From an optimization exercise on the open Yosys and OpenROAD flow, aimed at small area and a short achievable clock period; shortcuts taken in it are not production practice. Only simulation tests tie the RTL to the original design; equivalence was not proved. Power and IR drop assume default switching activity.

Design iitb_proc, start of the top module:
module iitb_proc (clk, reset, i_mem_addr, i_mem_data, reg1, reg2, reg3, reg4, reg5, reg6, reg7);
Size: about 1400 flip-flops, ~150 I/O pins, about 60000 sq um of cells after synthesis.
Settings: LEC_CHECK=0, ABC_CLOCK_PERIOD_IN_PS=3500, CAP_MARGIN=20, CORE_MARGIN=2, CORE_UTILIZATION=45, CTS_CLUSTER_DIAMETER=80, CTS_CLUSTER_SIZE=20, PLACE_DENSITY=0.55, SLEW_MARGIN=20; clock period 10.0 ns.
standard.sh (not shown) runs the stock make flow with config.mk's settings and CLKGATE_MAP_FILE= SYNTH_SCRIPT=/design/flow/synth_recipe.tcl, a recipe that flattens the netlist after the stock synthesis.
==> flow/flow/run.sh <==
#!/bin/bash
# Layout flow: the standard ORFS flow (standard synthesis unchanged), with
# timing repair aimed below the 10 ns period so that the achieved period is short,
# clock tree synthesis without dummy loads, and plain buffers on the ports.
set -euo pipefail
cd "$(dirname "$0")/.."
bash standard.sh SETUP_SLACK_MARGIN=6.7 \
  "CTS_ARGS=-sink_clustering_enable -repair_clock_nets -sink_clustering_size 20 -sink_clustering_max_diameter 80 -dont_use_dummy_load" \
  "BUFFER_PORTS_ARGS=-buffer_cell sky130_fd_sc_hd__buf_2" \
  finish > flow_orfs.log 2>&1
Then changed:
--- a/flow/design.v
+++ b/flow/design.v
@@ -137,40 +137,34 @@
 wire        f_alu = (f != 5'd0) && (f < 5'd15);
 wire        f_jump = (f == 5'd23) || (f == 5'd24) || (f == 5'd25);
 wire        f_sw = (f == 5'd17);
 wire        f_lli = (f == 5'd15);
 wire        f_compl = (f == 5'd5) || (f == 5'd6) || (f == 5'd7) || (f == 5'd8) ||
                       (f == 5'd12) || (f == 5'd13) || (f == 5'd14);
 wire [15:0] sext6 = {{10{d_imm[5]}}, d_imm[5:0]};
 wire [15:0] zext9 = {7'd0, d_imm};
 wire [15:0] rA = ra_is0 ? R0 : rA_q;
 wire [15:0] rB = rb_is0 ? R0 : rB_q;
 wire [15:0] alu_fwd;
-wire        x_add_e = (e_op < 5'd9);
 wire        f_upd = f_alu && (e_alu || m_alu || w_alu);
 wire [2:0]  fw_rc = w_alu ? w_rc : m_alu ? m_rc : e_rc;
 wire        sig1 = f_upd ? (fw_rc == ra) : sig1_q;
 wire        sig2 = f_upd ? (fw_rc == rb) : sig2_q;
 wire        fw_e = f_upd && !w_alu && !m_alu;
 wire [15:0] frm_early = !f_upd ? frm_q : w_alu ? rd_data : alu_q;
 wire [15:0] frm = fw_e ? alu_fwd : frm_early;
 wire [15:0] d1_early = sig1 ? frm_early : f_jump ? pc_d + 16'd2 : rA;
 wire [15:0] d2_early = sig2 ? frm_early : f_sw ? rB + sext6 : d_cimm ? (f_lli ? zext9 : sext6) : rB;
 wire [15:0] alu_fwd_x;                
-wire [15:0] sum_fwd, nand_fwd;
-wire        s1_sum = fw_e && sig1 && x_add_e, s1_nand = fw_e && sig1 && !x_add_e;
-wire        s2_sum = fw_e && sig2 && x_add_e, s2_nand = fw_e && sig2 && !x_add_e;
-wire [15:0] d1n = ({16{s1_sum}} & sum_fwd) | ({16{s1_nand}} & nand_fwd) |
-                  ({16{!(fw_e && sig1)}} & d1_early);
-wire [15:0] d2n_x = ({16{s2_sum}} & (sum_fwd ^ {16{f_compl}})) | ({16{s2_nand}} & (nand_fwd ^ {16{f_compl}})) |
-                    ({16{!(fw_e && sig2)}} & (d2_early ^ {16{f_compl}}));
+wire [15:0] d1n = (fw_e && sig1) ? alu_fwd : d1_early;
+wire [15:0] d2n_x = (fw_e && sig2) ? alu_fwd_x : (d2_early ^ {16{f_compl}});
 wire        bj;
 wire [15:0] pc_off = pc_d + {(f == 5'd23) ? zext9[14:0] : sext6[14:0], 1'b0};
 wire [15:0] r0n = bj ? brj :
                   (first || reset) ? 16'd0 :
                   (f == 5'd23) ? pc_off :
                   (f == 5'd24) ? rB :
                   (f == 5'd25) ? rA + {zext9[14:0], 1'b0} :
                   R0 + 16'd2;
 always @(posedge clk or posedge reset)
 	if (reset) begin
 		e_op <= 5'd0;
@@ -218,24 +212,22 @@
                     (x == 5'd23) || (x == 5'd24);
 wire        fc_n;
 wire [15:0] cs_r = {14'd0, e_t1, e_t0};
 wire [15:0] cs_s = op1 ^ opb ^ cs_r;
 wire [16:0] cs_c = {(op1 & opb) | (op1 & cs_r) | (opb & cs_r), 1'b0};
 wire [16:0] sum = {1'b0, cs_s} + cs_c;
 wire [15:0] cs_p = cs_s ^ cs_c[15:0];
 wire        sum_zero = (cs_p == {cs_s[14:0] | cs_c[14:0], 1'b0});
 wire [15:0] opr2 = opb + {15'd0, e_compl};    
 wire [15:0] nand_out = ~(op1 & opr2);
 assign alu_fwd = x_add ? sum[15:0] : nand_out;
-assign sum_fwd = sum[15:0];
-assign nand_fwd = nand_out;
 assign alu_fwd_x = x_add ? (sum[15:0] ^ {16{f_compl}}) : (nand_out ^ {16{f_compl}});
 wire [15:0] alu_n = x_add ? sum[15:0] : x_nand ? nand_out :
                     ((x == 5'd15) || (x == 5'd16)) ? opb : op1;
 wire        eq = (op1 == opb);
 wire        lt = (op1 < opb);
 assign bj = ((x == 5'd20) && eq) || ((x == 5'd21) && lt) || ((x == 5'd22) && (lt || eq));
 wire        wb_n = (wbdis == 2'd0) && ((x_cc && fc) || (x_cz && fz) || x_unc);
 assign      fc_n = (wbdis == 2'd0) ? (!e_compl && sum[16]) : fc;
 wire        nand_zero = (op1 == 16'hffff) && (e_compl ? (opb == 16'hfffe) : (opb == 16'hffff));
 wire        fz_n = (wbdis != 2'd0) ? fz :
                    x_add ? sum_zero :
What happened:
- The new run finished clean
- global-route usage grows by 0.27 points
- power shrinks by about 1.1%
- combinational power shrinks by about 3%
- routed wire length grows by 0.91%
- final area hardly moves
- utilization is about the same
- flip-flop and latch count stays the same
- clock skew shrinks by 0.021 ns

==> separate check: timing with driven ports <==
Ports are ideal in the flow. The routed layouts listed here were re-timed in OpenROAD. Step 1, drivers: a clkbuf_16 drives clk and a buf_2 each remaining input, both assumed. Step 2 moves the port delays by t, midway between the first and last clock arrival at a register: inputs arrive t later, outputs are due t later. That takes back most of the time a late clock gives input paths. Slacks: no drivers / after step 1 / after step 2; pairs: no drivers / after step 1.
| run | shift t [ns] | setup slack, ns | worst hold slack (ns) | worst setup path after step 2 |
|---|---|---|---|---|
| the first run | 0.768 | 6.728 / 6.661 / 6.081 | 0.331 / 0.331 / 0.331 | input to register |
| the second run | 0.760 | 6.637 / 6.557 / 6.403 | 0.305 / 0.305 / 0.305 | input to register |
After both steps setup and hold are still met in every run listed. The setup slack of the first run, which loses most, moves by -0.067 ns with the drivers and by -0.647 ns with both steps.
